Background: an optimization exercise with open tools, aiming at small area, a short achievable clock period and few clock cycles. Do not read the settings as production practice. The RTL was checked by simulation tests, not by an equivalence proof against the original design. Power and IR drop assume default switching activity.

File: design/flow/config.mk
export PLATFORM = sky130hd
export DESIGN_NAME = cpu_main
export DESIGN_NICKNAME = cpu_main
export VERILOG_FILES = /design/flow/design.v
export SDC_FILE = /design/flow/constraint.sdc
export NUM_CORES = 4
export LEC_CHECK = 0
export ABC_AREA = 1
export CAP_MARGIN = 20
export CORE_MARGIN = 2
export CORE_UTILIZATION = 40
export CTS_BUF_LIST = sky130_fd_sc_hd__clkbuf_4 sky130_fd_sc_hd__clkbuf_8
export SETUP_SLACK_MARGIN = 2.9
export SLEW_MARGIN = 20
File: design/flow/constraint.sdc
create_clock -name core_clock -period 7.0 [get_ports {clk}]
set_input_delay 1.4000 -clock core_clock [delete_from_list [all_inputs] [get_ports {clk}]]
set_output_delay 1.4000 -clock core_clock [all_outputs]
set_load 0.01 [all_outputs]
File: design/flow/design.v
`default_nettype none                
`timescale 1ns/1ps                   
/*verilator lint_off UNUSED*/
typedef enum logic [3:0] {
    NOP     = 4'b0000,       
    LDA     = 4'b0001,       
    ADD     = 4'b0010,       
    SUB     = 4'b0011,       
    STA     = 4'b0100,       
    LDI     = 4'b0101,       
    JMP     = 4'b0110,       
    JC      = 4'b0111,       
    JZ      = 4'b1000,       
    NOP_9   = 4'b1001,       
    NOP_A   = 4'b1010,       
    NOP_B   = 4'b1011,       
    NOP_C   = 4'b1100,       
    NOP_D   = 4'b1101,       
    OUT     = 4'b1110,       
    HLT     = 4'b1111        
} op_t;
typedef logic [3:0] addr_t;
typedef logic [7:0] byte_t;
/*verilator lint_on UNUSED*/
`default_nettype none
`timescale 1ns/1ps
module cpu_core (
    output      logic   hlt_o,           
    output      logic   mem_write_o,     
    output      logic   mem_store_o,     
    output      addr_t  mem_waddr_o,     
    output      byte_t  mem_wdata_o,     
    input  wire logic   wr_fwd_i,        
    input  wire addr_t  wr_addr_i,       
    input  wire byte_t  wr_data_i,       
    output      logic [2:0] mem_addr_ev_o,   
    input  wire byte_t  mem_data_ev_i,
    output      logic [2:0] mem_addr_od_o,   
    input  wire byte_t  mem_data_od_i,
    output      addr_t  mem_eaddr_o,     
    input  wire byte_t  mem_edata_i,
    output      logic   out_strobe_o,    
    output      byte_t  out_value_o,     
    input  wire logic   reset_i,
    input  wire logic   clk_en_i,
    input  wire logic   clk
);
addr_t      q;                           
byte_t      ir0;                         
byte_t      ir1;                         
logic       ctl0;                        
logic       pass0;                       
addr_t      darg;                        
byte_t      a;                           
logic       cf;                          
logic       o_rdy;                       
byte_t      out_hold;                    
logic       out_old;                     
function automatic logic is_ctl(input logic [3:0] op);
    is_ctl = (op == NOP) || (op == JMP) || (op == JC) || (op == JZ) ||
           (op == NOP_9) || (op == NOP_A) || (op == NOP_B) || (op == NOP_C) || (op == NOP_D);
endfunction
function automatic logic is_pass(input logic [3:0] op);
    is_pass = is_ctl(op) || (op == OUT);
endfunction
function automatic logic is_nop(input logic [3:0] op);
    is_nop = (op == NOP) || (op == NOP_9) || (op == NOP_A) || (op == NOP_B) || (op == NOP_C) || (op == NOP_D);
endfunction
function automatic logic [8:0] add8(input logic [7:0] x, input logic [7:0] y, input logic ci);
    logic [8:0] g, p, gn, pn;
    logic [8:0] c;
    g = {x & y, ci};
    p = {x ^ y, 1'b0};
    for (int d = 1; d < 9; d = d * 2) begin
        gn = g;
        pn = p;
        for (int i = d; i < 9; i++) begin
            gn[i] = g[i] | (p[i] & g[i-d]);
            pn[i] = p[i] & p[i-d];
        end
        g = gn;
        p = pn;
    end
    c = g;
    add8 = {c[8], (x ^ y) ^ c[7:0]};
endfunction
op_t        op0, op1, dop;
addr_t      arg0, arg1;
logic       run;
logic       zf;
logic       tk0, tk1;
logic       ctl1;
logic       fold1;
logic       exec0, exec1;
logic       dval;
logic       halt_e;
addr_t      nq, nq1;
logic       fwd0, fwd1;
byte_t      f0, f1;
logic       sub;
logic [8:0] alu;
always_comb op0     = op_t'(ir0[7:4]);
always_comb op1     = op_t'(ir1[7:4]);
always_comb arg0    = ir0[3:0];
always_comb arg1    = ir1[3:0];
always_comb run     = clk_en_i && !hlt_o;
always_comb zf      = (a == 8'h00);
always_comb ctl1    = is_ctl(op1);
always_comb dop     = pass0 ? op1 : op0;
always_comb tk0     = (op0 == JMP) || (op0 == JC && cf) || (op0 == JZ && zf);
always_comb tk1     = (op1 == JMP) || (op1 == JC && cf) ||
                      (op1 == JZ && ((op0 == LDI) ? (arg0 == 4'h0) : zf));
always_comb begin
    case (op0)
        OUT:     fold1 = (op1 != OUT);
        STA:     fold1 = ctl1 || op1 == HLT || op1 == OUT;
        LDI:     fold1 = ctl1 || op1 == HLT || op1 == OUT;
        LDA:     fold1 = is_nop(op1) || op1 == JMP || op1 == JC || op1 == HLT || op1 == OUT;
        default: fold1 = is_nop(op1) || op1 == JMP || op1 == HLT || op1 == OUT;   
    endcase
    if (op0 == STA && arg0 == q + 4'h1) begin
        fold1 = 1'b0;                    
    end
end
always_comb begin
    exec0   = 1'b0;                      
    exec1   = 1'b0;                      
    halt_e  = 1'b0;
    nq      = q + 4'h1;
    nq1     = q + 4'h2;
    if (ctl0 && tk0) begin
        nq      = arg0;
        nq1     = arg0 + 4'h1;
    end else if (op0 == HLT) begin
        halt_e  = 1'b1;
    end else begin
        exec0   = !ctl0;
        if (ctl0 || fold1) begin
            exec1   = 1'b1;
            halt_e  = (op1 == HLT);
            if (ctl1 && tk1) begin
                nq      = arg1;
                nq1     = arg1 + 4'h1;
            end else begin
                nq      = q + 4'h2;
                nq1     = q + 4'h3;
            end
        end
    end
    if (reset_i) begin
        nq      = 4'h0;
        nq1     = 4'h1;
    end else if (!run) begin
        nq      = q;
        nq1     = q + 4'h1;
    end
end
always_comb fwd0    = wr_fwd_i && (run || reset_i) && wr_addr_i == nq;
always_comb fwd1    = wr_fwd_i && (run || reset_i) && wr_addr_i == nq1;
always_comb dval    = pass0 ? exec1 : exec0;
always_comb f0      = fwd0 ? wr_data_i : (nq[0] ? mem_data_od_i : mem_data_ev_i);
always_comb f1      = fwd1 ? wr_data_i : (nq[0] ? mem_data_ev_i : mem_data_od_i);
always_comb sub     = (dop == SUB);
always_comb alu     = add8(a, mem_edata_i ^ {8{sub}}, sub);
always_comb mem_addr_ev_o = nq1[3:1];
always_comb mem_addr_od_o = nq[3:1];
always_comb mem_eaddr_o  = darg;
always_comb mem_store_o  = dval && (dop == STA);
always_comb mem_write_o  = run && mem_store_o;
always_comb mem_waddr_o  = darg;
always_comb mem_wdata_o  = a;
always_comb out_strobe_o = o_rdy;
always_comb out_value_o  = out_old ? out_hold : a;
always_ff @(posedge clk) begin
    out_hold <= a;
end
always_ff @(posedge clk) begin
    q       <= nq;
    ir0     <= f0;
    ir1     <= f1;
    ctl0    <= is_ctl(f0[7:4]);
    pass0   <= is_pass(f0[7:4]);
    darg    <= is_pass(f0[7:4]) ? f1[3:0] : f0[3:0];
end
always_ff @(posedge clk) begin
    if (reset_i) begin
        a       <= '0;
        cf      <= 1'b0;
        o_rdy   <= 1'b0;
        out_old <= 1'b0;
        hlt_o   <= 1'b0;
    end else begin
        o_rdy   <= 1'b0;
        if (run) begin
            if (dval) begin
                case (dop)
                    LDA:    a        <= mem_edata_i;
                    ADD, SUB: begin
                        a       <= alu[7:0];
                        cf      <= alu[8] ^ sub;
                    end
                    LDI:    a        <= {4'h0, darg};
                    default: ;
                endcase
            end
            out_old <= exec0 && op0 == OUT;
            if ((exec0 && op0 == OUT) || (exec1 && op1 == OUT)) begin
                o_rdy   <= 1'b1;
            end
            if (halt_e || f0[7:4] == HLT || (is_nop(f0[7:4]) && f1[7:4] == HLT)) begin
                hlt_o   <= 1'b1;
            end
        end
    end
end
endmodule
`default_nettype wire
`default_nettype none
`timescale 1ns/1ps
module cpu_mem (
    input  wire logic       we_i,        
    input  wire addr_t      waddr_i,     
    input  wire byte_t      wdata_i,     
    input  wire logic [2:0] raddr_ev_i,  
    output      byte_t      rdata_ev_o,
    input  wire logic [2:0] raddr_od_i,  
    output      byte_t      rdata_od_o,
    input  wire addr_t      raddr_e_i,   
    output      byte_t      rdata_e_o,
    input  wire logic       clk
);
byte_t memory [0:15];
always_ff @(posedge clk) begin
    if (we_i) begin
        memory[waddr_i] <= wdata_i;
    end
end
always_comb begin
    rdata_ev_o = '0;
    rdata_od_o = '0;
    for (int i = 0; i < 8; i++) begin
        rdata_ev_o = rdata_ev_o | (memory[2*i]   & {8{raddr_ev_i == 3'(i)}});
        rdata_od_o = rdata_od_o | (memory[2*i+1] & {8{raddr_od_i == 3'(i)}});
    end
end
always_comb begin
    rdata_e_o = '0;
    for (int i = 0; i < 16; i++) begin
        rdata_e_o = rdata_e_o | (memory[i] & {8{raddr_e_i == 4'(i)}});
    end
end
endmodule
`default_nettype wire
`default_nettype none
`timescale 1ns/1ps
module cpu_main (
    input wire  logic       clk_en_i,
    input wire  logic       reset_i,
    output      logic       out_strobe_o,
    output      byte_t      out_value_o,
    output      logic       halt_o,
    input wire  logic       prog_we_i,           
    input wire  addr_t      prog_addr_i,         
    input wire  byte_t      prog_data_i,         
    input wire  logic       clk
);
logic       cpu_we;
logic       cpu_st;
logic       wfwd;
addr_t      cpu_waddr;
byte_t      cpu_wdata;
logic       we;
addr_t      waddr;
byte_t      wdata;
logic [2:0] addr_ev, addr_od;
addr_t      eaddr;
byte_t      data_ev, data_od, edata;
always_comb we      = reset_i ? prog_we_i   : cpu_we;
always_comb wfwd    = reset_i ? prog_we_i   : cpu_st;
always_comb waddr   = reset_i ? prog_addr_i : cpu_waddr;
always_comb wdata   = reset_i ? prog_data_i : cpu_wdata;
cpu_core core (
    .hlt_o(halt_o),
    .mem_write_o(cpu_we),
    .mem_store_o(cpu_st),
    .mem_waddr_o(cpu_waddr),
    .mem_wdata_o(cpu_wdata),
    .wr_fwd_i(wfwd),
    .wr_addr_i(waddr),
    .wr_data_i(wdata),
    .mem_addr_ev_o(addr_ev),
    .mem_data_ev_i(data_ev),
    .mem_addr_od_o(addr_od),
    .mem_data_od_i(data_od),
    .mem_eaddr_o(eaddr),
    .mem_edata_i(edata),
    .out_strobe_o(out_strobe_o),
    .out_value_o(out_value_o),
    .reset_i(reset_i),
    .clk_en_i(clk_en_i),
    .clk(clk)
);
cpu_mem mem (
    .we_i(we),
    .waddr_i(waddr),
    .wdata_i(wdata),
    .raddr_ev_i(addr_ev),
    .rdata_ev_o(data_ev),
    .raddr_od_i(addr_od),
    .rdata_od_o(data_od),
    .raddr_e_i(eaddr),
    .rdata_e_o(edata),
    .clk(clk)
);
endmodule
`default_nettype wire
File: design/flow/run.sh
#!/bin/bash
# synth_recipe.tcl (not shown) runs the flow's synth.tcl, then flattens the netlist and writes it again
# the make line also repeats each setting of config.mk as NAME=value (left out here)
make -C /OpenROAD-flow-scripts/flow DESIGN_CONFIG=/design/flow/config.mk WORK_HOME=/design/flow/orfs CLKGATE_MAP_FILE= SYNTH_SCRIPT=/design/flow/synth_recipe.tcl finish
==> results of run 1 <==
-- state kept, by name, summed over array words and instances (netlist names), 4 cells and up --
signal	flops
core.ir0	8
core.darg	4
mem.memory	128
core.ir1	8
core.q	4
core.out_hold	8
core.a	8
-- through the flow --
| step | total power [mW] | worst slack [ns] | area (µm²) |
|---|---|---|---|
| after floorplan | 3.701 | 3.440 | 9819 |
| after global placement | 4.585 | 1.805 | 10420 |
| after detailed placement | 4.602 | 1.776 | 10430 |
| after CTS | 5.335 | 2.905 | 10890 |
| after global routing | 5.947 | 2.863 | 11210 |
| final | 5.576 | 3.081 | 11210 |
-- layout make-up --
class	count	share of cell area, %
Multi-Input combinational cell	795	39.91
Clock inverter	15	1.351
Clock buffer	17	2.088
Timing Repair Buffer	54	4.577
Inverter	169	5.861
Sequential cell	174	42.60
Tap cell	324	3.617
-- power groups by stage --
stage / clock network [mW] / logic (mW) / registers [mW]
2_1_floorplan: 0 / 2.29 / 1.41
3_3_place_gp: 0 / 3.11 / 1.48
3_5_place_dp: 0 / 3.13 / 1.48
4_1_cts: 0.708 / 3.17 / 1.45
5_1_grt: 0.742 / 3.72 / 1.48
6_report: 0.699 / 3.41 / 1.46
-- layout by cell type (no fill, tap or decap), types with 24 or more instances in the layout --
master / instances
edfxtp_1: 128
nand4_1: 33
clkdlybuf4s50_1: 24
o21ai_0: 48
nor2_1: 78
buf_4: 26
nand3_1: 114
nand2_1: 263
inv_1: 147
dfxtp_1: 40
a21oi_1: 33
o22ai_1: 30
-- routing by layer --
metal / GRT usage, % / up-vias
met1: 33.11 / 4100
met3: 4.700 / 141
li1: - / 4078
met4: 12.20 / 0
met5: 0 / -
met2: 43.38 / 435
-- worst max-delay path: stages --
cell	delay [ns]
clkdlybuf4s50_1	0.50
nand2_2	0.12
nor2_4	0.22
o21ai_0	0.12
inv_1	0.07
nand2_1	0.09
nand2_4	0.18
inv_4	0.10
nor2_4	0.14
buf_12	0.17
nand3_1	0.08
nand2_1	0.09
nor2_1	0.07
nand3_1	0.09
nand3_1	0.13
nand2_2	0.14
inv_2	0.05
nand2_1	0.07
nand2_1	0.07
nand2_2	0.09
nand3_4	0.12
inv_2	0.12
nand2_1	0.06
nand2_1	0.05
-- final timing paths --
check                               from                  endpoint  depth (start not counted)
setup / recovery                clk_en_i      core.darg[0]$_DFF_P_                         24
setup reg to reg    core.darg[1]$_DFF_P_      core.cf$_SDFFE_PP0P_                         22
hold / removal    core.a[3]$_SDFFE_PP0P_  core.out_hold[3]$_DFF_P_                          0
hold reg to reg   core.a[3]$_SDFFE_PP0P_  core.out_hold[3]$_DFF_P_                          0
-- cell families (layout without fill, tap and decap cells) --
family          Yosys count  count (layout)  share of synthesized area (%)
buf+inv                 192             255                          8.155
flops                   174             174                          48.52
compound gates          188             188                          12.21
xor+xnor                 19              19                          1.695
fa+ha+maj                15              15                          1.911
simple gates            573             573                          27.51
-- synth_stat cells (7+ instances only) --
cell	number	area, µm²
a21oi_1	33	165.2
nor2_2	7	43.79
xor2_1	19	166.4
inv_2	17	63.81
nand2_2	10	62.56
o21ai_1	9	45.04
nand2_1	268	1006
inv_1	149	559.3
nor2_1	92	345.3
nand4_1	33	206.5
or2_2	7	43.79
nand3_2	9	90.09
o22ai_1	30	187.7
nand2_4	8	90.09
edfxtp_1	128	3844
a221oi_1	13	113.9
ha_1	15	187.7
buf_2	9	45.04
dfxtp_1	46	920.9
o21ai_0	57	285.3
nand3_1	114	570.6
nor4_1	8	50.05
-- repair_timing --
action,in CTS,in global routing
gates resized for setup,20,43
setup buffers,0,15
cloned,0,1
hold buffers,0,0
endpoints found under the setup margin,21,18
pin swaps,0,13
==> flow_summary_export.csv, run 1 <==
group,metric,value,unit
outcome,status,"timing/DRC/antenna clean",
drt,dr_total_vias,8754,
synth,synth_cell_types,55,
worst_hold_path,hold_path_class,"flip-flop to flip-flop",
placement,place_congestion,1.031,
global_route,grt_max_degree,32,
final_layout,drive_gt1_share,14.22,%
worst_setup_path,path_class,"input port to flip-flop",
global_route,grt_usage,26.09,%
die,num_rows,57,
cts,cts_buffers,17,
die,die_width,160.7,µm
synth,avgSynthCellArea,8.458,µm²
final_layout,diodes,0,
worst_setup_path,required,7.43,ns
drt,drt-met1-wl,13650,µm
cts,cts-root-buf,"clkbuf_8",
placement,place_hpwl,25050,µm
pwr,p_leak,4.634,nW
pwr,pwr-share-clk,12.5,%
cts,cts_tree,"done",
timing,skew,0.01893,ns
worst_setup_path,r2r_slack,3.13,ns
timing,max_freq,0.2551,GHz
final_layout,seq_area,4775,µm²
timing,setup_viol,0,
drt,top_layer,"met4",
cts,clk_pin_slew,0.10,ns
final_layout,fin_cells,1548,
cts,htreeDepth,4,
global_route,grt_overflow_total,0,
flow_run,maxCapViolCount,0,
timing,hold_slack,0.3911,ns
synth,synth_edf_count,128,
placement,numPortBuffers,25,
timing,period_needed,3.919,ns
timing,relSlewSlack,25.34,%
timing,min_period_over_period,55.99,%
drt,drt-wirelength-per-cell,21.86,µm
timing,maxSlewViolCount,0,
placement,dp_cells,1500,
cts,cts_sinks,174,
drt,wirelength,33840,µm
pwr,switching_share,51.94,%
synth,yosysWarningCount,3,
pwr,internal_power,2.680,mW
die,die_area,25820,µm²
worst_setup_path,endpoint_kind,"flip-flop",
drt,wl_met3,2359,µm
drt,vias_per_cell,5.655,
die,ioPinCount,26,
final_layout,multi_input_area,4473,µm²
synth,syn_nets,1192,
drt,drt_iter0_drc,1081,
pwr,p_switching,2.896,mW
worst_setup_path,worst-path-max-fanout,13,
timing,finalHoldViolCount,0,
final_layout,syn2layout_area_growth,14.14,%
worst_setup_path,arrival,4.35,ns
drt,drtPass1Iterations,6,
drt,wl_met2,15930,µm
timing,rsz0062_at_grt,"no",
die,coreArea,24180,µm²
pwr,pwr_density_cell,497.5,nW/µm²
synth,ys_seq_elements,174,
final_layout,nets,1242,
cts,cts_buffer_depth,2,
worst_setup_path,start_kind,"input port",
synth,syn_area,9819,µm²
synth,synthFlopType,"edfxtp_1",
drt,drc,0,
pwr,ir_drop,0.0002497,V
synth,synthArstFlopShare,0,%
drt,ant_nets,0,
final_layout,num-fill-cells,2368,
pwr,power_frac_comb,61.2,%
timing,fin_setup_tns,0,ns
pwr,seqPwrFrac,26.2,%
timing,worst_pin_slew,1.116,ns
global_route,first_global_vias,8154,
final_layout,utilization,46.36,%
die,start_util,40.61,%
synth,seq_area_frac_synth,48.52,%
global_route,antenna_found_initial,0,
global_route,grt_first_pass_wirelength,49850,µm
cts,clock_latency,0.49,ns
die,die_height,160.7,µm
synth,syn_inst,1161,
Testbench counts, summed over its fixed seeds: cycles 10,980.
==> inputs of run 2 (changes only) <==
--- a/design/flow/config.mk
+++ b/design/flow/config.mk
@@ -12,3 +12,3 @@
 export CTS_BUF_LIST = sky130_fd_sc_hd__clkbuf_4 sky130_fd_sc_hd__clkbuf_8
-export SETUP_SLACK_MARGIN = 2.9
+export SETUP_SLACK_MARGIN = 3.0
 export SLEW_MARGIN = 20
==> run 2 against run 1 <==
Net effect: still clean; wire length rose by 2.4%; worst setup slack improved by 0.041 ns; non-clock buffer count rose by 18; via count rose by 2.4%; synthesized cell count did not move; clock-buffer cell count did not move; die area did not move; total power rose by 4.2%; sequential share of layout area fell by 0.93 points; clock skew fell by 0.0033 ns; critical path depth did not move; largest cell class unchanged.
==> flow_summary_export.csv, run 2 <==
group,metric,value,unit
final_layout,stdcell_area,11480,µm²
die,coreArea,24180,µm²
worst_setup_path,worst-path-max-fanout,8,
worst_setup_path,worst_path_most_repeated_cell,"nand2_1",
die,start_util,40.61,%
flow_run,maxCapViolCount,0,
worst_setup_path,required,7.38,ns
placement,placed_area,10430,µm²
final_layout,fin_cells,1568,
final_layout,largest_reg_flops,128,
global_route,grt_first_pass_wirelength,49950,µm
global_route,grt_overflow_total,0,
final_layout,layout_common_cells,"nand2_1, inv_1, edfxtp_1",
final_layout,nets,1262,
final_layout,top_register,"mem.memory",
die,die_height,160.7,µm
cts,cts_buffer_depth,2,
worst_setup_path,endpoint_kind,"flip-flop",
timing,skew,0.01564,ns
synth,avgSynthCellArea,8.458,µm²
worst_setup_path,arrival,4.26,ns
timing,relSlewSlack,28.01,%
worst_setup_path,cp_cell_sequence,"clkdlybuf4s50_1 -> nand2_2 -> nor2_4 -> buf_6 -> o21ai_0 -> inv_1 -> nand2_2 -> nand2_4 -> inv_6 -> nor2_4 -> clkbuf_16 -> nand3_1 -> nand2_1 -> nor2_1 -> nand3_1 -> nand3_2 -> nand2_4 -> nand2_1 -> inv_1 -> nand3_1 -> nand3_4 -> inv_4 -> nand2_1 -> nand2_1",
pwr,pwr_density_cell,506.3,nW/µm²
synth,synthFlopType,"edfxtp_1",
placement,numPortBuffers,25,
outcome,status,"timing/DRC/antenna clean",
worst_setup_path,slowest_delay,0.50,ns
timing,setup_viol,0,
global_route,first_global_vias,8135,
timing,finalHoldViolCount,0,
die,die_area,25820,µm²
drt,vias_per_cell,5.715,
drt,drtPass1Iterations,7,
pwr,ir_drop,0.0002667,V
cts,cts_buffers,17,
timing,min_period_over_period,55.41,%
placement,place_hpwl,25050,µm
synth,ys_seq_elements,174,
timing,maxSlewViolCount,0,
drt,wirelength,34640,µm
final_layout,diodes,0,
placement,dp_cells,1500,
worst_setup_path,worst_r2r_path_depth,22,
final_layout,mostFrequentLayoutCell,"nand2_1",
timing,setup_ws,3.121,ns
final_layout,drive_gt1_share,16.88,%
synth,synth_edf_count,128,
drt,dr_total_vias,8961,
cts,cts_tree,"done",
global_route,antenna_found_initial,0,
cts,htreeDepth,4,
die,ioPinCount,26,
worst_setup_path,path_class,"input port to flip-flop",
worst_setup_path,critical-path-slowest-cell,"clkdlybuf4s50_1",
placement,preCtsSetupSlack,1.776,ns
synth,yosysWarningCount,3,
synth,synth_cell_types,55,
drt,drt_iter0_drc,1180,
synth,synth_area_leaders,"edfxtp_1, nand2_1, dfxtp_1",
placement,place_congestion,1.031,
worst_setup_path,r2r_start,"core.darg[1]$_DFF_P_",
synth,syn_inst,1161,
worst_hold_path,hold-path-cell-count,0,
synth,synth_top_cell_by_area,"edfxtp_1",
synth,synthArstFlopShare,0,%
timing,fin_setup_tns,0,ns
die,die_width,160.7,µm
pwr,p_leak,4.785,nW
die,num_rows,57,
cts,holdBufCountCts,0,
timing,rsz0062_at_grt,"yes",
synth,syn_area,9819,µm²
worst_setup_path,r2r_slack,3.21,ns
drt,drc,0,
worst_setup_path,critPathLaunch,"clk_en_i",
drt,ant_nets,0,
synth,netlist_top_cells_count,"nand2_1, inv_1, edfxtp_1",
synth,seq_area_frac_synth,48.52,%
timing,period_needed,3.879,ns
cts,clk_pin_slew,0.10,ns
worst_hold_path,hold_path_class,"flip-flop to flip-flop",
cts,cts_sinks,174,
worst_setup_path,start_kind,"input port",
timing,worst_pin_slew,1.076,ns
cts,cts-root-buf,"clkbuf_8",
worst_hold_path,min_from,"core.a[3]$_SDFFE_PP0P_",
timing,hold_slack,0.3906,ns
final_layout,syn2layout_area_growth,16.87,%
timing,max_freq,0.2578,GHz
synth,syn_nets,1192,
cts,clock_latency,0.49,ns
drt,drt-wirelength-per-cell,22.09,µm
global_route,grt_max_degree,32,
synth,synth.most_common_cell,"nand2_1",
global_route,grt_usage,26.19,%
synth,synth_top_area_share,39.14,%
run 2: final timing paths:
check,end
setup / recovery,core.darg[3]$_DFF_P_
hold / removal,core.out_hold[3]$_DFF_P_
setup reg to reg,core.cf$_SDFFE_PP0P_
hold reg to reg,core.out_hold[3]$_DFF_P_
run 2: power breakdown:
| group | switching [mW] | internal, mW |
|---|---|---|
| clock | 0.432 | 0.265 |
| combinational | 2.39 | 1.25 |
| sequential | 0.165 | 1.31 |
| total | 2.99 | 2.82 |
run 2: stage by stage:
stage | power, mW | utilization, %
final | 5.810 | 47.47
after detailed placement | 4.602 | 43.13
after global placement | 4.585 | 43.09
after floorplan | 3.701 | -
after global routing | 6.162 | 47.47
after CTS | 5.401 | 45.43
run 2: worst max-delay path, delay by kind of cell:
kind	cells	cell delay (ns)
buffers and inverters	7	1.10
and+or+nand+nor	16	1.66
AOI/OAI and AO/OA	1	0.07
run 2: cell type report:
type / count / area, µm²
Clock inverter: 15 / 151.4
Multi-Input combinational cell: 797 / 4554
Inverter: 169 / 666.9
Fill cell: 2337 / 12700
Sequential cell: 174 / 4782
Clock buffer: 17 / 234.0
Timing Repair Buffer: 72 / 681.9
Tap cell: 324 / 405.4
run 2: per-layer routing:
metal	vias to the layer above	global-route usage, %	wire length (µm)
li1	4128	-	-
met1	4219	33.50	13920
met5	-	0	0
met4	0	12.78	1837
met3	122	3.951	2500
met2	492	43.53	16380
run 2: cells by family (layout without fill, tap and decap cells):
group                    count (synthesis)  in the layout  synth area share (%)
flip-flops                             174            174                 48.52
AND/OR/NAND/NOR                        573            575                 27.51
buffers and inverters                  192            273                 8.155
adder cells (fa/ha/maj)                 15             15                 1.911
XOR/XNOR                                19             19                 1.695
AO/OA/AOI/OAI                          188            188                 12.21
run 2: what timing repair did:
| action | 4_1_cts | 5_1_grt |
|---|---|---|
| pin swaps | 2 | 21 |
| gates resized for setup | 34 | 59 |
| gates cloned | 0 | 4 |
| setup endpoints to repair | 36 | 34 |
| buffers inserted | 3 | 29 |
==> inputs of run 3 (changes only) <==
--- a/design/flow/config.mk
+++ b/design/flow/config.mk
@@ -12,3 +12,5 @@
 export CTS_BUF_LIST = sky130_fd_sc_hd__clkbuf_4 sky130_fd_sc_hd__clkbuf_8
-export SETUP_SLACK_MARGIN = 3.0
+export CTS_CLUSTER_DIAMETER = 80
+export CTS_CLUSTER_SIZE = 30
+export SETUP_SLACK_MARGIN = 2.9
 export SLEW_MARGIN = 20
==> run 3 against run 2 <==
Net effect: total power decreased by 4.0%; non-clock buffer count shrank 18; clock power about the same; sequential power is essentially flat; worst setup slack got worse by 0.041 ns; sequential cell count is the same; still clean; first-iteration DRC count decreased by 8.4%.
==> flow_summary_export.csv, run 3 <==
group,metric,value,unit
synth,synthFlopType,"edfxtp_1",
timing,rsz0062_at_grt,"no",
flow_run,maxCapViolCount,0,
global_route,grt_use_met2,43.38,%
final_layout,nets,1242,
cts,cts-root-buf,"clkbuf_8",
drt,drtPass1Iterations,6,
die,num_rows,57,
pwr,p_leak,4.634,nW
pwr,ir_drop,0.0002497,V
worst_setup_path,cp_cell_sequence,"clkdlybuf4s50_1 -> nand2_2 -> nor2_4 -> o21ai_0 -> inv_1 -> nand2_1 -> nand2_4 -> inv_4 -> nor2_4 -> buf_12 -> nand3_1 -> nand2_1 -> nor2_1 -> nand3_1 -> nand3_1 -> nand2_2 -> inv_2 -> nand2_1 -> nand2_1 -> nand2_2 -> nand3_4 -> inv_2 -> nand2_1 -> nand2_1",
synth,seq_area_frac_synth,48.52,%
final_layout,largest_reg_flops,128,
final_layout,fin_cells,1548,
drt,vias_per_cell,5.655,
worst_setup_path,crit_family,"simple AND/OR/NAND/NOR gates",
final_layout,drive_gt1_share,14.22,%
cts,holdBufCountCts,0,
timing,skew,0.01893,ns
placement,preCtsSetupSlack,1.776,ns
die,ioPinCount,26,
synth,synth_top_area_share,39.14,%
synth,synth_top_cell_by_area,"edfxtp_1",
timing,fin_setup_tns,0,ns
global_route,grt_overflow_total,0,
global_route,grt_first_pass_wirelength,49850,µm
final_layout,diodes,0,
cts,cts_sinks,174,
drt,dr_total_vias,8754,
timing,setup_ws,3.081,ns
worst_setup_path,worst-path-stages,24,
timing,period_needed,3.919,ns
final_layout,utilization,46.36,%
global_route,met1_usage,33.11,%
drt,drt-wirelength-per-cell,21.86,µm
timing,finalHoldViolCount,0,
global_route,first_global_vias,8154,
global_route,grt_usage,26.09,%
final_layout,layout_common_cells,"nand2_1, inv_1, edfxtp_1",
drt,drc,0,
cts,clk_pin_slew,0.10,ns
worst_hold_path,hold-path-cell-count,0,
die,die_area,25820,µm²
worst_setup_path,critical-path-slowest-cell,"clkdlybuf4s50_1",
worst_setup_path,worst-path-max-fanout,13,
synth,syn_nets,1192,
worst_setup_path,arrival,4.35,ns
cts,clock_latency,0.49,ns
synth,synth_edf_count,128,
placement,place_hpwl,25050,µm
synth,yosysWarningCount,3,
cts,htreeDepth,4,
timing,max_freq,0.2551,GHz
worst_hold_path,hold_path_class,"flip-flop to flip-flop",
final_layout,num-fill-cells,2368,
final_layout,mostFrequentLayoutCell,"nand2_1",
drt,drt_iter0_drc,1081,
timing,maxSlewViolCount,0,
worst_setup_path,endpoint_kind,"flip-flop",
timing,min_period_over_period,55.99,%
global_route,grt_max_degree,32,
worst_setup_path,path_buf_inv,6,
synth,synthArstFlopShare,0,%
die,coreArea,24180,µm²
drt,ant_nets,0,
final_layout,top_register,"mem.memory",
die,die_height,160.7,µm
final_layout,syn2layout_area_growth,14.14,%
cts,cts_buffer_depth,2,
global_route,antenna_found_initial,0,
placement,numPortBuffers,25,
worst_setup_path,start_kind,"input port",
global_route,grt_use_met3,4.700,%
placement,dp_cells,1500,
global_route,gr-max-usage-layer,"met2",
pwr,p_total,5.576,mW
die,die_width,160.7,µm
synth,synth_cell_types,55,
worst_setup_path,worst_r2r_path_depth,22,
pwr,pwr_density_cell,497.5,nW/µm²
worst_setup_path,path_class,"input port to flip-flop",
synth,syn_area,9819,µm²
synth,ys_seq_elements,174,
cts,cts_tree,"done",
worst_setup_path,required,7.43,ns
worst_setup_path,worst_path_most_repeated_cell,"nand2_1",
synth,synth_area_leaders,"edfxtp_1, nand2_1, dfxtp_1",
placement,place_congestion,1.031,
synth,netlist_top_cells_count,"nand2_1, inv_1, edfxtp_1",
timing,relSlewSlack,25.34,%
synth,avgSynthCellArea,8.458,µm²
synth,synth.most_common_cell,"nand2_1",
timing,setup_viol,0,
cts,cts_buffers,17,
worst_setup_path,slowest_delay,0.50,ns
timing,worst_pin_slew,1.116,ns
drt,wirelength,33840,µm
outcome,status,"timing/DRC/antenna clean",
die,start_util,40.61,%
synth,syn_inst,1161,
[run 3: worst paths after layout]
kind	start	endpoint	slack (ns)
setup / recovery	clk_en_i	core.darg[0]$_DFF_P_	3.08
hold / removal	core.a[3]$_SDFFE_PP0P_	core.out_hold[3]$_DFF_P_	0.39
setup reg to reg	core.darg[1]$_DFF_P_	core.cf$_SDFFE_PP0P_	3.13
hold reg to reg	core.a[3]$_SDFFE_PP0P_	core.out_hold[3]$_DFF_P_	0.39
[run 3: repair_timing]
item                       CTS  global route
cloned                       0             1
setup endpoints to repair   21            18
gates resized for setup     20            43
buffers inserted             0            15
pin swaps                    0            13
[run 3: cell families after synthesis]
family,share of synthesized area [%]
buffers and inverters,8.155
adder cells (fa/ha/maj),1.911
XOR/XNOR,1.695
AO/OA/AOI/OAI,12.21
flip-flops,48.52
AND/OR/NAND/NOR,27.51
[run 3: metal layers]
metal / part of all wire, % / up-vias
met2: 47 / 435
met5: 0 / -
li1: - / 4078
met4: 5.6 / 0
met1: 40 / 4100
met3: 7.0 / 141
[run 3: power breakdown]
part / total (mW) / switching [mW] / internal, mW
logic: 3.41 / 2.30 / 1.11
registers: 1.46 / 0.161 / 1.30
clock network: 0.699 / 0.434 / 0.265
total: 5.58 / 2.90 / 2.68
[run 3: per-stage QoR]
| stage | instance area (µm²) | hold WS (ns) |
|---|---|---|
| 2_1_floorplan | 9819 | 0.3546 |
| 3_3_place_gp | 10420 | 0.3799 |
| 3_5_place_dp | 10430 | 0.3837 |
| 4_1_cts | 10890 | 0.3902 |
| 5_1_grt | 11210 | 0.3958 |
| 6_report | 11210 | 0.3911 |
[run 3: cell type report]
cell class | instances | area (µm²) | share of cell area, %
flip-flops and latches | 174 | 4775 | 42.60
multi-input cells | 795 | 4473 | 39.91
inverters | 169 | 656.9 | 5.861
repair buffers | 54 | 513.0 | 4.577
well taps | 324 | 405.4 | 3.617
clock buffers | 17 | 234.0 | 2.088
clock inverters | 15 | 151.4 | 1.351
==> inputs of run 4 (changes only) <==
--- a/design/flow/config.mk
+++ b/design/flow/config.mk
@@ -10,6 +10,4 @@
 export CORE_MARGIN = 2
-export CORE_UTILIZATION = 40
+export CORE_UTILIZATION = 30
 export CTS_BUF_LIST = sky130_fd_sc_hd__clkbuf_4 sky130_fd_sc_hd__clkbuf_8
-export CTS_CLUSTER_DIAMETER = 80
-export CTS_CLUSTER_SIZE = 30
 export SETUP_SLACK_MARGIN = 2.9
==> run 4 against run 3 <==
Net effect: critical path depth is 5 lower; maximum frequency decreased by 0.41%; final cell count is 7.9% higher; sequential share of layout area shrank 0.79 points; still clean on timing, DRC and antenna; largest cell class unchanged; clock-buffer cell count is the same; critical path type unchanged; core utilization decreased by 11 points; highest routed layer unchanged.
==> flow_summary_export.csv, run 4 <==
group,metric,value,unit
timing,relSlewSlack,24.00,%
global_route,grt_first_pass_wirelength,49680,µm
worst_setup_path,r2r_start,"core.darg[0]$_DFF_P_",
drt,drt-wirelength-per-cell,20.45,µm
worst_setup_path,critPathLaunch,"clk_en_i",
synth,synthArstFlopShare,0,%
drt,dr_total_vias,8859,
synth,synth_top_cell_by_area,"edfxtp_1",
die,num_rows,66,
timing,worst_pin_slew,1.136,ns
die,die_height,184.9,µm
die,start_util,30.33,%
cts,cts_buffer_depth,2,
synth,ys_seq_elements,174,
timing,maxSlewViolCount,0,
final_layout,multi_input_area,4526,µm²
cts,cts_sinks,174,
timing,max_freq,0.2541,GHz
worst_setup_path,path_class,"input port to flip-flop",
synth,yosysWarningCount,3,
worst_hold_path,min_from,"core.a[7]$_SDFFE_PP0P_",
timing,finalHoldViolCount,0,
global_route,first_global_vias,8037,
synth,avgSynthCellArea,8.458,µm²
outcome,status,"timing/DRC/antenna clean",
final_layout,utilization,35.27,%
worst_setup_path,r2r_slack,3.12,ns
synth,syn_inst,1161,
cts,cts_tree,"done",
drt,wirelength,34150,µm
final_layout,layout_common_cells,"nand2_1, inv_1, edfxtp_1",
drt,drt_iter0_drc,1239,
cts,clock_latency,0.49,ns
placement,place_hpwl,25180,µm
final_layout,top_register,"mem.memory",
placement,dp_cells,1617,
pwr,p_leak,4.679,nW
cts,cts-root-buf,"clkbuf_8",
synth,synth_edf_count,128,
drt,ant_nets,0,
worst_setup_path,worst_path_most_repeated_cell,"nand2_1",
worst_setup_path,worst_r2r_path_depth,24,
flow_run,maxCapViolCount,0,
global_route,grt_overflow_total,0,
global_route,antenna_found_initial,0,
final_layout,seq_area,4773,µm²
worst_hold_path,hold_path_class,"flip-flop to flip-flop",
final_layout,drive_gt1_share,14.66,%
timing,min_period_over_period,56.22,%
die,die_area,34200,µm²
final_layout,diodes,0,
synth,synth_cell_types,55,
final_layout,nets,1248,
placement,numPortBuffers,25,
die,ioPinCount,26,
final_layout,largest_reg_flops,128,
synth,syn_area,9819,µm²
synth,seq_area_frac_synth,48.52,%
synth,synth_top_area_share,39.14,%
synth,synth.most_common_cell,"nand2_1",
pwr,ir_drop,0.0002051,V
worst_setup_path,crit-reg2reg-capture,"core.cf$_SDFFE_PP0P_",
worst_setup_path,critical-path-slowest-cell,"clkdlybuf4s50_1",
worst_setup_path,required,7.42,ns
drt,vias_per_cell,5.305,
worst_setup_path,start_kind,"input port",
pwr,pwr_density_cell,492.0,nW/µm²
cts,cts_buffers,17,
worst_setup_path,worst-path-max-fanout,9,
die,die_width,184.9,µm
final_layout,mostFrequentLayoutCell,"nand2_1",
synth,netlist_top_cells_count,"nand2_1, inv_1, edfxtp_1",
drt,drtPass1Iterations,6,
final_layout,syn2layout_area_growth,16.27,%
worst_setup_path,arrival,4.36,ns
worst_setup_path,slowest_delay,0.46,ns
timing,setup_viol,0,
timing,skew,0.01875,ns
die,coreArea,32370,µm²
worst_setup_path,crit_path_end,"core.darg[0]$_DFF_P_",
cts,htreeDepth,4,
synth,synthFlopType,"edfxtp_1",
global_route,grt_usage,19.74,%
worst_setup_path,endpoint_kind,"flip-flop",
placement,place_congestion,1.014,
worst_setup_path,cp_cell_sequence,"clkdlybuf4s50_1 -> nand2_4 -> inv_1 -> nor2_4 -> inv_1 -> nor2_1 -> inv_1 -> nand2_4 -> inv_4 -> nor2_4 -> buf_4 -> nand2_1 -> o22ai_1 -> a311oi_1 -> nand2_1 -> nand2_1 -> a31oi_1 -> nand2_1 -> nand2_1",
global_route,grt_max_degree,32,
timing,fin_setup_tns,0,ns
drt,drc,0,
synth,syn_nets,1192,
timing,rsz0062_at_grt,"yes",
final_layout,fin_cells,1670,
cts,clk_pin_slew,0.09,ns
final_layout,num-fill-cells,3393,
synth,synth_area_leaders,"edfxtp_1, nand2_1, dfxtp_1",
timing,period_needed,3.935,ns
-- run 4: what timing repair did --
item                       CTS  global route
buffers inserted             2            17
setup endpoints to repair   26            17
gates resized for setup     24            46
hold buffers                 0             0
hold endpoints to repair     0             0
gates cloned                 0             4
pin swaps                    2            12
-- run 4: worst min-delay path by stage --
stage                               end  slack, ns  depth (start not counted)
2_1_floorplan  core.out_hold[3]$_DFF_P_       0.35                          0
3_3_place_gp   core.out_hold[5]$_DFF_P_       0.38                          0
3_5_place_dp   core.out_hold[7]$_DFF_P_       0.38                          0
4_1_cts        core.out_hold[7]$_DFF_P_       0.39                          0
5_1_grt        core.out_hold[7]$_DFF_P_       0.41                          0
6_report       core.out_hold[7]$_DFF_P_       0.39                          0
-- run 4: kinds of logic (layout without fill, tap and decap cells) --
group | after synthesis | in the layout | synth area share [%]
AOI/OAI and AO/OA | 188 | 188 | 12.21
xor gates and xnor gates | 19 | 19 | 1.695
adders and majority gates | 15 | 15 | 1.911
buffers and inverters | 192 | 256 | 8.155
DFF | 174 | 174 | 48.52
and+or+nand+nor | 573 | 576 | 27.51
-- run 4: power breakdown --
group	internal [mW]	leakage, nW	total [mW]	switching, mW
registers	1.30	1.55	1.47	0.168
clock network	0.315	0.188	0.694	0.378
logic	1.11	2.94	3.45	2.34
total	2.73	4.68	5.62	2.89
-- run 4: layout make-up --
type,count,share of cell area (%)
clock buffer,17,2.049
clock inverter,13,1.216
inverter,169,5.753
multi-input combinational,798,39.64
sequential,174,41.81
tap,442,4.844
timing repair buffer,57,4.690
-- run 4: critical path: cells and delay by family --
kind | cells | cell delay, ns
compound gates | 3 | 0.58
buf+inv | 6 | 1.02
simple gates | 10 | 1.35
-- run 4: layer usage --
layer,track usage (%),vias up,part of all wire (%)
li1,-,4096,-
met1,26.24,4177,42
met2,31.01,488,45
met3,5.368,98,9.2
met4,6.635,0,3.4
met5,0,-,0
-- run 4: metrics by stage --
step | setup slack [ns] | hold slack, ns | instance area (µm²) | power [mW]
final | 3.065 | 0.3937 | 11420 | 5.617
after floorplan | 3.440 | 0.3546 | 9819 | 3.701
after detailed placement | 1.677 | 0.3812 | 10570 | 4.614
after global routing | 2.895 | 0.4099 | 11420 | 5.991
after global placement | 1.726 | 0.3792 | 10560 | 4.603
after CTS | 2.899 | 0.3940 | 11050 | 5.360
==> inputs of run 5 (changes only) <==
--- a/design/flow/config.mk
+++ b/design/flow/config.mk
@@ -10,3 +10,3 @@
 export CORE_MARGIN = 2
-export CORE_UTILIZATION = 30
+export CORE_UTILIZATION = 50
 export CTS_BUF_LIST = sky130_fd_sc_hd__clkbuf_4 sky130_fd_sc_hd__clkbuf_8
==> run 5 against run 4 <==
Net effect: cell area down 1.2%; synthesized area unchanged; clock-buffer cell count unchanged; total power grew 0.56%; via count up 0.29%; maximum frequency is 4.6% lower; still clean on timing, DRC and antenna; highest routed layer unchanged; critical path type unchanged; sequential share of layout area rose by 0.56 points; sequential cell count unchanged; synthesized cell count stayed put; critical path depth is 1 lower.
==> flow_summary_export.csv, run 5 <==
group,metric,value,unit
outcome,status,"timing/DRC/antenna clean",
synth,syn_area,9819,µm²
global_route,met1_usage,40.78,%
global_route,grt_max_degree,32,
drt,drt-wirelength-per-cell,22.72,µm
final_layout,largest_reg_flops,128,
worst_setup_path,path_class,"input port to flip-flop",
timing,finalHoldViolCount,0,
timing,relSlewSlack,24.32,%
final_layout,stdcell_area,11280,µm²
flow_run,maxCapViolCount,0,
synth,avgSynthCellArea,8.458,µm²
global_route,grt_usage,32.25,%
drt,dr_total_vias,8885,
worst_setup_path,start_kind,"input port",
final_layout,syn2layout_area_growth,14.91,%
synth,synth_cell_types,55,
synth,syn_nets,1192,
worst_setup_path,arrival,4.50,ns
cts,clock_latency,0.48,ns
placement,placed_area,10330,µm²
cts,cts_tree,"done",
synth,synthFlopType,"edfxtp_1",
die,coreArea,19400,µm²
pwr,pwr_density_cell,500.7,nW/µm²
drt,ant_nets,0,
pwr,ir_drop,0.0002018,V
pwr,pwr-share-clk,12.5,%
final_layout,diodes,0,
timing,min_period_over_period,58.92,%
die,ioPinCount,26,
synth,syn_inst,1161,
timing,period_needed,4.125,ns
die,start_util,50.62,%
drt,drt_iter0_drc,976,
pwr,p_leak,4.723,nW
synth,synth_top_cell_by_area,"edfxtp_1",
global_route,grt_use_met2,52.61,%
pwr,p_switching,2.931,mW
cts,clk_pin_slew,0.11,ns
timing,skew,0.02047,ns
global_route,first_global_vias,7988,
synth,yosysWarningCount,3,
timing,fin_setup_tns,0,ns
timing,setup_viol,0,
synth,synth.most_common_cell,"nand2_1",
pwr,power_frac_comb,61.3,%
drt,drtPass1Iterations,6,
final_layout,num-fill-cells,1833,
final_layout,nets,1251,
synth,netlist_top_cells_count,"nand2_1, inv_1, edfxtp_1",
synth,synth_area_leaders,"edfxtp_1, nand2_1, dfxtp_1",
timing,hold_slack,0.3809,ns
final_layout,top_register,"mem.memory",
cts,cts_sinks,174,
synth,synthArstFlopShare,0,%
timing,maxSlewViolCount,0,
placement,place_hpwl,24790,µm
placement,dp_cells,1439,
synth,synth_edf_count,128,
cts,cts-root-buf,"clkbuf_8",
pwr,seqPwrFrac,26.2,%
synth,ys_seq_elements,174,
drt,drc,0,
synth,seq_area_frac_synth,48.52,%
cts,cts_buffers,17,
drt,vias_per_cell,5.931,
timing,rsz0062_at_grt,"yes",
worst_hold_path,hold_path_class,"flip-flop to flip-flop",
final_layout,mostFrequentLayoutCell,"nand2_1",
drt,wirelength,34040,µm
die,die_area,20780,µm²
worst_setup_path,endpoint_kind,"flip-flop",
placement,place_congestion,1.033,
worst_setup_path,worst-path-max-fanout,13,
worst_setup_path,required,7.37,ns
final_layout,drive_gt1_share,15.41,%
cts,htreeDepth,4,
global_route,antenna_found_initial,0,
global_route,grt_use_met3,5.596,%
final_layout,layout_common_cells,"nand2_1, inv_1, edfxtp_1",
pwr,internal_power,2.718,mW
die,num_rows,51,
die,die_width,144.1,µm
global_route,grt_first_pass_wirelength,47990,µm
timing,worst_pin_slew,1.131,ns
pwr,switching_share,51.88,%
timing,max_freq,0.2424,GHz
synth,synth_top_area_share,39.14,%
cts,holdBufCountCts,0,
global_route,grt_overflow_total,0,
global_route,gr-max-usage-layer,"met2",
final_layout,fin_cells,1498,
placement,numPortBuffers,25,
die,die_height,144.1,µm
cts,cts_buffer_depth,2,
## run 5: cell types whose count changed in the layout (fill, tap and decap cells not counted), sizes merged
cell,change
bufinv,-2
clkinv,+2
inv,+3
nor2,-1
clkinvlp,-1
buf,+3
nand2,+1
## run 5: cell type report
| class | instances | area [µm²] | share of cell area [%] |
|---|---|---|---|
| sequential | 174 | 4781 | 42.37 |
| inverter | 169 | 661.9 | 5.866 |
| tap | 265 | 331.6 | 2.939 |
| clock inverter | 15 | 161.4 | 1.430 |
| timing repair buffer | 60 | 558.0 | 4.946 |
| multi-input combinational | 798 | 4556 | 40.37 |
| clock buffer | 17 | 234.0 | 2.074 |
## run 5: critical path, stage by stage
cell and delay (ns):
clkdlybuf4s50_1 0.51, nand2_2 0.12, inv_1 0.11, nor2_4 0.06, nand2_1 0.33, nand2_8 0.21, inv_6 0.18, nor2_4 0.08
buf_4 0.14, nand2_1 0.04, o21ai_0 0.08, a311oi_1 0.51, and3_1 0.34, nand2_1 0.07, nand3_1 0.07, o21ai_0 0.11
nand2_1 0.08, nand2_1 0.04
## run 5: power groups by stage
stage	registers [mW]	logic, mW	clock network (mW)
global route	1.49	3.75	0.750
detailed placement	1.48	3.07	0
finish	1.48	3.46	0.708
CTS	1.46	3.14	0.713
floorplan	1.41	2.29	0
global placement	1.49	3.06	0
## run 5: timing repair
action / 4_1_cts / 5_1_grt
endpoints found under the setup margin: 26 / 22
gates resized for setup: 22 / 64
buffers inserted: 3 / 20
pin swaps: 2 / 13
gates cloned: 0 / 4
## run 5: worst paths after layout
path / from / endpoint / slack [ns] / cells past startpoint
setup reg to reg: core.q[1]$_DFF_P_ / core.darg[1]$_DFF_P_ / 3.00 / 25
hold / removal: core.a[6]$_SDFFE_PP0P_ / core.out_hold[6]$_DFF_P_ / 0.38 / 0
setup / recovery: clk_en_i / core.darg[1]$_DFF_P_ / 2.88 / 18
hold reg to reg: core.a[6]$_SDFFE_PP0P_ / core.out_hold[6]$_DFF_P_ / 0.38 / 0
## run 5: routing by layer
layer,part of all wire [%],vias to the layer above
met3,7.3,146
met2,46,492
met1,40,4126
met5,0,-
li1,-,4121
met4,7.1,0
## run 5: cells by family (layout without fill, tap and decap cells)
kind of cell | count (synthesis) | after routing | share of synthesized area [%]
compound gates | 188 | 188 | 12.21
xor+xnor | 19 | 19 | 1.695
fa+ha+maj | 15 | 15 | 1.911
buf+inv | 192 | 261 | 8.155
flops | 174 | 174 | 48.52
simple gates | 573 | 576 | 27.51
## run 5: metrics by stage
stage,worst slack [ns],power (mW),util (%)
4_1_cts,2.879,5.316,55.86
6_report,2.875,5.649,58.17
3_3_place_gp,1.722,4.547,53.28
5_1_grt,2.854,5.994,58.17
2_1_floorplan,3.440,3.701,-
3_5_place_dp,1.709,4.555,53.28
==> inputs of run 6 (changes only) <==
--- a/design/flow/config.mk
+++ b/design/flow/config.mk
@@ -10,5 +10,5 @@
 export CORE_MARGIN = 2
-export CORE_UTILIZATION = 50
+export CORE_UTILIZATION = 40
 export CTS_BUF_LIST = sky130_fd_sc_hd__clkbuf_4 sky130_fd_sc_hd__clkbuf_8
-export SETUP_SLACK_MARGIN = 2.9
+export SETUP_SLACK_MARGIN = 2.8
 export SLEW_MARGIN = 20
==> run 6 against run 5 <==
Net effect: sequential cell count unchanged; first-iteration DRC count up 8.4%; wire length down 0.36%; critical path depth up 3; via count down 0.79%; sequential share of layout area up 0.49 points; clock-buffer cell count unchanged; clock skew down 0.0011 ns; worst setup slack better by 0.14 ns; clock power down 1%.
==> flow_summary_export.csv, run 6 <==
group,metric,value,unit
final_layout,diodes,0,
synth,synthArstFlopShare,0,%
placement,numPortBuffers,25,
synth,seq_area_frac_synth,48.52,%
die,num_rows,57,
synth,synth_edf_count,128,
worst_setup_path,path_class,"flip-flop to flip-flop",
flow_run,maxCapViolCount,0,
drt,drt-wirelength-per-cell,21.99,µm
final_layout,largest_reg_flops,128,
die,die_area,25820,µm²
cts,clk_pin_slew,0.10,ns
cts,cts-root-buf,"clkbuf_8",
final_layout,layout_common_cells,"nand2_1, inv_1, edfxtp_1",
worst_setup_path,endpoint_kind,"flip-flop",
die,ioPinCount,26,
drt,drtPass1Iterations,6,
pwr,ir_drop,0.0002376,V
cts,cts_buffers,17,
drt,vias_per_cell,5.717,
worst_setup_path,required,7.42,ns
synth,syn_nets,1192,
timing,period_needed,3.988,ns
cts,cts_sinks,174,
synth,synth_top_area_share,39.14,%
cts,cts_tree,"done",
global_route,antenna_found_initial,0,
timing,max_freq,0.2508,GHz
final_layout,mostFrequentLayoutCell,"nand2_1",
timing,min_period_over_period,56.96,%
worst_hold_path,min_from,"core.a[3]$_SDFFE_PP0P_",
pwr,pwr_density_cell,496.1,nW/µm²
placement,preCtsSetupSlack,1.776,ns
die,coreArea,24180,µm²
global_route,first_global_vias,8127,
timing,rsz0062_at_grt,"yes",
drt,ant_nets,0,
synth,yosysWarningCount,3,
timing,finalHoldViolCount,0,
synth,netlist_top_cells_count,"nand2_1, inv_1, edfxtp_1",
worst_setup_path,r2r_slack,3.01,ns
timing,worst_pin_slew,1.111,ns
synth,synthFlopType,"edfxtp_1",
timing,setup_viol,0,
drt,wirelength,33910,µm
die,die_height,160.7,µm
die,die_width,160.7,µm
final_layout,nets,1236,
global_route,grt_overflow_total,0,
final_layout,seq_area,4768,µm²
worst_setup_path,worst_r2r_path_depth,21,
worst_hold_path,hold-path-cell-count,0,
final_layout,drive_gt1_share,12.89,%
synth,synth_area_leaders,"edfxtp_1, nand2_1, dfxtp_1",
drt,drt_iter0_drc,1058,
cts,cts_buffer_depth,2,
final_layout,fin_cells,1542,
cts,clock_latency,0.50,ns
global_route,grt_max_degree,32,
synth,synth_top_cell_by_area,"edfxtp_1",
cts,htreeDepth,4,
placement,place_hpwl,25050,µm
worst_setup_path,worst-path-max-fanout,6,
final_layout,multi_input_area,4442,µm²
timing,relSlewSlack,25.63,%
synth,synth.most_common_cell,"nand2_1",
placement,dp_cells,1500,
global_route,grt_first_pass_wirelength,49780,µm
worst_hold_path,hold_end,"core.out_hold[3]$_DFF_P_",
drt,dr_total_vias,8815,
final_layout,syn2layout_area_growth,13.30,%
timing,skew,0.01938,ns
synth,ys_seq_elements,174,
synth,syn_inst,1161,
synth,synth_cell_types,55,
timing,fin_setup_tns,0,ns
placement,place_congestion,1.031,
worst_setup_path,start_kind,"flip-flop",
final_layout,num-fill-cells,2374,
worst_setup_path,crit-reg2reg-capture,"core.cf$_SDFFE_PP0P_",
synth,syn_area,9819,µm²
worst_setup_path,r2r_start,"core.darg[1]$_DFF_P_",
worst_setup_path,arrival,4.40,ns
outcome,status,"timing/DRC/antenna clean",
synth,avgSynthCellArea,8.458,µm²
timing,setup_ws,3.012,ns
final_layout,top_register,"mem.memory",
worst_hold_path,hold_path_class,"flip-flop to flip-flop",
die,start_util,40.61,%
global_route,grt_usage,26.04,%
pwr,p_leak,4.599,nW
drt,drc,0,
timing,maxSlewViolCount,0,
-- run 6: power by group --
group,switching [mW],internal (mW),leakage [nW]
combinational,2.28,1.08,2.86
sequential,0.161,1.30,1.55
clock,0.435,0.265,0.190
total,2.87,2.65,4.60
-- run 6: critical path, stage by stage, from the launching register on --
cell and delay (ns):
dfxtp_2 0.40, nand2_1 0.16, inv_1 0.12, nand2_1 0.13
inv_1 0.20, nand2_1 0.11, nand4_1 0.13, a221oi_1 0.33
nand4_1 0.22, a21oi_1 0.20, nand3_1 0.13, a221oi_1 0.26
nand3_1 0.20, xor2_1 0.19, ha_1 0.34, o21ai_1 0.09
nand2_1 0.09, nand2_1 0.07, nand2_1 0.05, a21oi_1 0.18
xor2_1 0.09, a311oi_1 0.20
-- run 6: per-stage QoR --
step | util (%) | hold WS [ns] | area [µm²] | power (mW)
5_1_grt | 46.02 | 0.3958 | 11130 | 5.885
3_5_place_dp | 43.13 | 0.3837 | 10430 | 4.602
2_1_floorplan | - | 0.3546 | 9819 | 3.701
4_1_cts | 44.91 | 0.3902 | 10860 | 5.322
3_3_place_gp | 43.09 | 0.3799 | 10420 | 4.585
6_report | 46.02 | 0.3912 | 11130 | 5.519
-- run 6: layout make-up --
type | count | area share [%]
clock buffer | 17 | 2.103
clock inverter | 15 | 1.361
inverter | 169 | 5.904
multi-input combinational | 795 | 39.92
sequential | 174 | 42.86
tap | 324 | 3.644
timing repair buffer | 48 | 4.206
-- run 6: logic make-up after synthesis --
logic type / count (synthesis) / share of synthesized area [%]
buffers and inverters: 192 / 8.155
adders and majority gates: 15 / 1.911
xor gates and xnor gates: 19 / 1.695
AOI/OAI and AO/OA: 188 / 12.21
DFF: 174 / 48.52
and+or+nand+nor: 573 / 27.51
-- run 6: what timing repair did --
item | CTS | global route
resized for setup | 12 | 38
cloned | 0 | 1
setup buffers | 0 | 9
endpoints found under the setup margin | 17 | 16
hold buffers | 0 | 0
pin swaps | 0 | 6
-- run 6: routing by layer --
metal  wire length [µm]  vias up  global-route usage [%]  part of all wire (%)
li1                   -     4070                       -                     -
met1              13820     4162                   33.19                    41
met2              15990      447                   43.38                    47
met3               2252      136                   4.339                   6.6
met4               1842        0                   12.20                   5.4
met5                  0        -                       0                     0
-- run 6: worst max-delay path by stage --
| stage | start | to | depth (start not counted) |
|---|---|---|---|
| floorplan | reset_i | core.darg[0]$_DFF_P_ | 12 |
| global placement | reset_i | core.darg[2]$_DFF_P_ | 22 |
| detailed placement | reset_i | core.darg[1]$_DFF_P_ | 23 |
| CTS | reset_i | core.hlt_o$_SDFFE_PP0P_ | 18 |
| global route | core.darg[1]$_DFF_P_ | core.cf$_SDFFE_PP0P_ | 21 |
| finish | core.darg[1]$_DFF_P_ | core.cf$_SDFFE_PP0P_ | 21 |
==> inputs of run 7 (changes only) <==
--- a/design/flow/design.v
+++ b/design/flow/design.v
@@ -100,2 +100,3 @@
 logic       sub;
+byte_t      ax;
 logic [8:0] alu;
@@ -163,3 +164,4 @@
 always_comb sub     = (dop == SUB);
-always_comb alu     = add8(a, mem_edata_i ^ {8{sub}}, sub);
+always_comb ax      = a ^ {8{sub}};
+always_comb alu     = add8(ax, mem_edata_i, 1'b0);
 always_comb mem_addr_ev_o = nq1[3:1];
@@ -198,4 +200,4 @@
                     ADD, SUB: begin
-                        a       <= alu[7:0];
-                        cf      <= alu[8] ^ sub;
+                        a       <= alu[7:0] ^ {8{sub}};
+                        cf      <= alu[8];
                     end
--- a/design/flow/config.mk
+++ b/design/flow/config.mk
@@ -12,3 +12,3 @@
 export CTS_BUF_LIST = sky130_fd_sc_hd__clkbuf_4 sky130_fd_sc_hd__clkbuf_8
-export SETUP_SLACK_MARGIN = 2.8
+export SETUP_SLACK_MARGIN = 2.9
 export SLEW_MARGIN = 20
==> run 7 against run 6 <==
Net effect: critical endpoint is now core.darg[2]$_DFF_P_; clock power decreased by 3%; first-iteration DRC count is 23% higher; sequential cell count unchanged; register-to-register slack improved by 0.12 ns; sequential power about the same; core utilization up 0.18 points; synthesized cell count hardly changed.
==> flow_summary_export.csv, run 7 <==
group,metric,value,unit
placement,place_hpwl,25460,µm
global_route,grt_overflow_total,0,
synth,synth_cell_types,50,
worst_setup_path,worst-path-max-fanout,11,
die,ioPinCount,26,
drt,vias_per_cell,5.619,
timing,finalHoldViolCount,0,
placement,numPortBuffers,25,
drt,drt_iter0_drc,1302,
timing,setup_ws,3.128,ns
pwr,pwr_density_cell,491.5,nW/µm²
cts,cts-root-buf,"clkbuf_8",
drt,wirelength,34200,µm
worst_hold_path,hold_path_class,"flip-flop to flip-flop",
cts,clk_pin_slew,0.10,ns
drt,drtPass1Iterations,5,
synth,synthFlopType,"edfxtp_1",
synth,netlist_top_cells_count,"nand2_1, inv_1, edfxtp_1",
timing,min_period_over_period,55.32,%
synth,avgSynthCellArea,8.404,µm²
die,coreArea,24180,µm²
timing,rsz0062_at_grt,"no",
timing,setup_viol,0,
cts,cts_tree,"done",
synth,synthArstFlopShare,0,%
drt,ant_nets,0,
timing,relSlewSlack,30.75,%
global_route,grt_usage,26.42,%
worst_setup_path,start_kind,"flip-flop",
timing,period_needed,3.872,ns
worst_setup_path,arrival,4.26,ns
die,num_rows,57,
timing,worst_pin_slew,1.035,ns
final_layout,drive_gt1_share,14.70,%
final_layout,mostFrequentLayoutCell,"nand2_1",
worst_setup_path,path_class,"flip-flop to flip-flop",
synth,seq_area_frac_synth,48.79,%
final_layout,diodes,0,
final_layout,top_register,"mem.memory",
global_route,grt_first_pass_wirelength,49920,µm
global_route,first_global_vias,8331,
synth,ys_seq_elements,174,
timing,max_freq,0.2583,GHz
drt,dr_total_vias,8737,
synth,synth_top_cell_by_area,"edfxtp_1",
cts,cts_sinks,174,
pwr,p_leak,4.546,nW
drt,drt-wirelength-per-cell,22.00,µm
final_layout,nets,1250,
synth,synth_edf_count,128,
synth,yosysWarningCount,3,
cts,clock_latency,0.49,ns
final_layout,syn2layout_area_growth,14.36,%
synth,syn_area,9766,µm²
timing,maxSlewViolCount,0,
global_route,antenna_found_initial,0,
die,die_height,160.3,µm
worst_setup_path,endpoint_kind,"flip-flop",
outcome,status,"timing/DRC/antenna clean",
timing,skew,0.01764,ns
die,die_area,25680,µm²
synth,syn_nets,1194,
final_layout,layout_common_cells,"nand2_1, inv_1, edfxtp_1",
synth,synth_top_area_share,39.36,%
pwr,ir_drop,0.0001823,V
flow_run,maxCapViolCount,0,
final_layout,largest_reg_flops,128,
cts,cts_buffers,17,
synth,synth.most_common_cell,"nand2_1",
cts,cts_buffer_depth,2,
drt,drc,0,
worst_setup_path,required,7.39,ns
die,start_util,40.39,%
die,die_width,160.3,µm
synth,synth_area_leaders,"edfxtp_1, nand2_1, dfxtp_1",
global_route,grt_max_degree,27,
synth,syn_inst,1162,
cts,htreeDepth,4,
timing,fin_setup_tns,0,ns
placement,preCtsSetupSlack,1.821,ns
placement,place_congestion,1.047,
-- run 7: worst paths after layout --
kind,endpoint,cells after the start,slack (ns),startpoint
setup reg to reg,core.darg[2]$_DFF_P_,24,3.13,core.q[0]$_DFF_P_
hold reg to reg,core.out_hold[7]$_DFF_P_,0,0.39,core.a[7]$_SDFFE_PP0P_
hold / removal,core.out_hold[7]$_DFF_P_,0,0.39,core.a[7]$_SDFFE_PP0P_
setup / recovery,core.darg[2]$_DFF_P_,24,3.13,core.q[0]$_DFF_P_
-- run 7: metrics by stage --
| stage | hold WS [ns] | power, mW | cells | instance area (µm²) | utilization, % |
|---|---|---|---|---|---|
| CTS | 0.3953 | 5.297 | 1536 | 10860 | 44.94 |
| finish | 0.3924 | 5.489 | 1555 | 11170 | 46.19 |
| global placement | 0.3864 | 4.545 | 1499 | 10370 | 42.89 |
| floorplan | 0.3745 | 3.694 | 1162 | 9766 | - |
| detailed placement | 0.3886 | 4.555 | 1499 | 10370 | 42.89 |
| global route | 0.4174 | 5.887 | 1555 | 11170 | 46.19 |
-- run 7: what timing repair did --
item / in CTS / in global routing
hold buffers: 0 / 0
endpoints found under the hold margin: 0 / 0
pin swaps: 2 / 10
resized for setup: 27 / 45
cloned: 1 / 3
setup buffers: 4 / 16
setup endpoints to repair: 27 / 39
-- run 7: critical path, cell delays in order, from the launching register on --
cell	delay [ns]
dfxtp_2	0.40
inv_1	0.14
ha_2	0.42
xnor2_1	0.13
nand2_1	0.06
nor2_1	0.08
nand3_1	0.10
nand3_2	0.13
nand2_4	0.10
nand2_4	0.11
nand2_1	0.06
nand3_1	0.09
nand2_2	0.12
nand2_4	0.17
buf_4	0.18
nor2_4	0.07
buf_4	0.15
nand2_1	0.10
nor2_1	0.05
nor4_1	0.64
nand2_1	0.10
nand3_1	0.11
o21ai_0	0.11
nand2_1	0.07
nand2_1	0.05
-- run 7: logic make-up (layout without fill, tap and decap cells) --
kind of cell    count (synthesis)  in the layout  synth area share (%)
compound gates                188            188                 12.68
flops                         174            174                 48.79
xor+xnor                       25             25                 2.242
buf+inv                       192            258                 8.046
simple gates                  567            570                 26.11
fa+ha+maj                      16             16                 2.127
-- run 7: layout make-up --
class	instances	area, µm²
fill	2354	13010
clock inverter	14	122.6
inverter	167	645.6
tap	324	405.4
sequential	174	4773
clock buffer	18	241.5
timing repair buffer	59	553.0
multi-input combinational	799	4427
-- run 7: where the power goes --
part | internal (mW) | switching [mW]
combinational | 1.08 | 2.25
clock | 0.261 | 0.419
sequential | 1.32 | 0.165
-- run 7: layer usage --
layer  track usage, %  part of all wire, %  vias to the layer above  wire length, µm
li1                 -                    -                     4078                -
met1            32.93                   41                     4100            13890
met2            44.10                   47                      436            16180
met3            5.325                  7.1                      123             2418
met4            12.57                  5.0                        0             1722
met5                0                    0                        -                0
Testbench counts of run 7, summed over its fixed seeds: cycles 10,980.

==> re-timing with driven ports <==
Ports are ideal in the flow. The routed layouts listed here were re-timed in OpenROAD. Step 1, drivers: a clkbuf_16 drives clk and a buf_2 each remaining input, both assumed. Step 2 adds t to the input delays and takes it off the output delays; t is the mean of the earliest and latest rising clock arrival at the registers after step 1. Input paths then give back, and output paths get back, about the clock's delay inside the block. a / b / c = no drivers / after step 1 / after step 2; a / b = the first two.
run | shift t [ns] | slack for setup (ns) | worst setup path at the end | worst slew at a driven data input, ns
run 1 | 0.524 | 3.081 / 3.096 / 2.572 | input to register | 0.04
run 2 | 0.528 | 3.121 / 3.134 / 2.607 | input to register | 0.04
run 3 | 0.524 | 3.081 / 3.096 / 2.572 | input to register | 0.04
run 4 | 0.525 | 3.065 / 3.076 / 2.551 | input to register | 0.04
run 5 | 0.520 | 2.875 / 2.897 / 2.377 | input to register | 0.05
run 6 | 0.536 | 3.012 / 3.012 / 2.496 | input to register | 0.04
run 7 | 0.527 | 3.128 / 3.128 / 2.749 | input to register | 0.04
After both steps setup and hold are still met in every run listed. For run 6, which loses most, drivers alone change the setup slack by 0.000 ns; drivers and shift together by -0.516 ns.
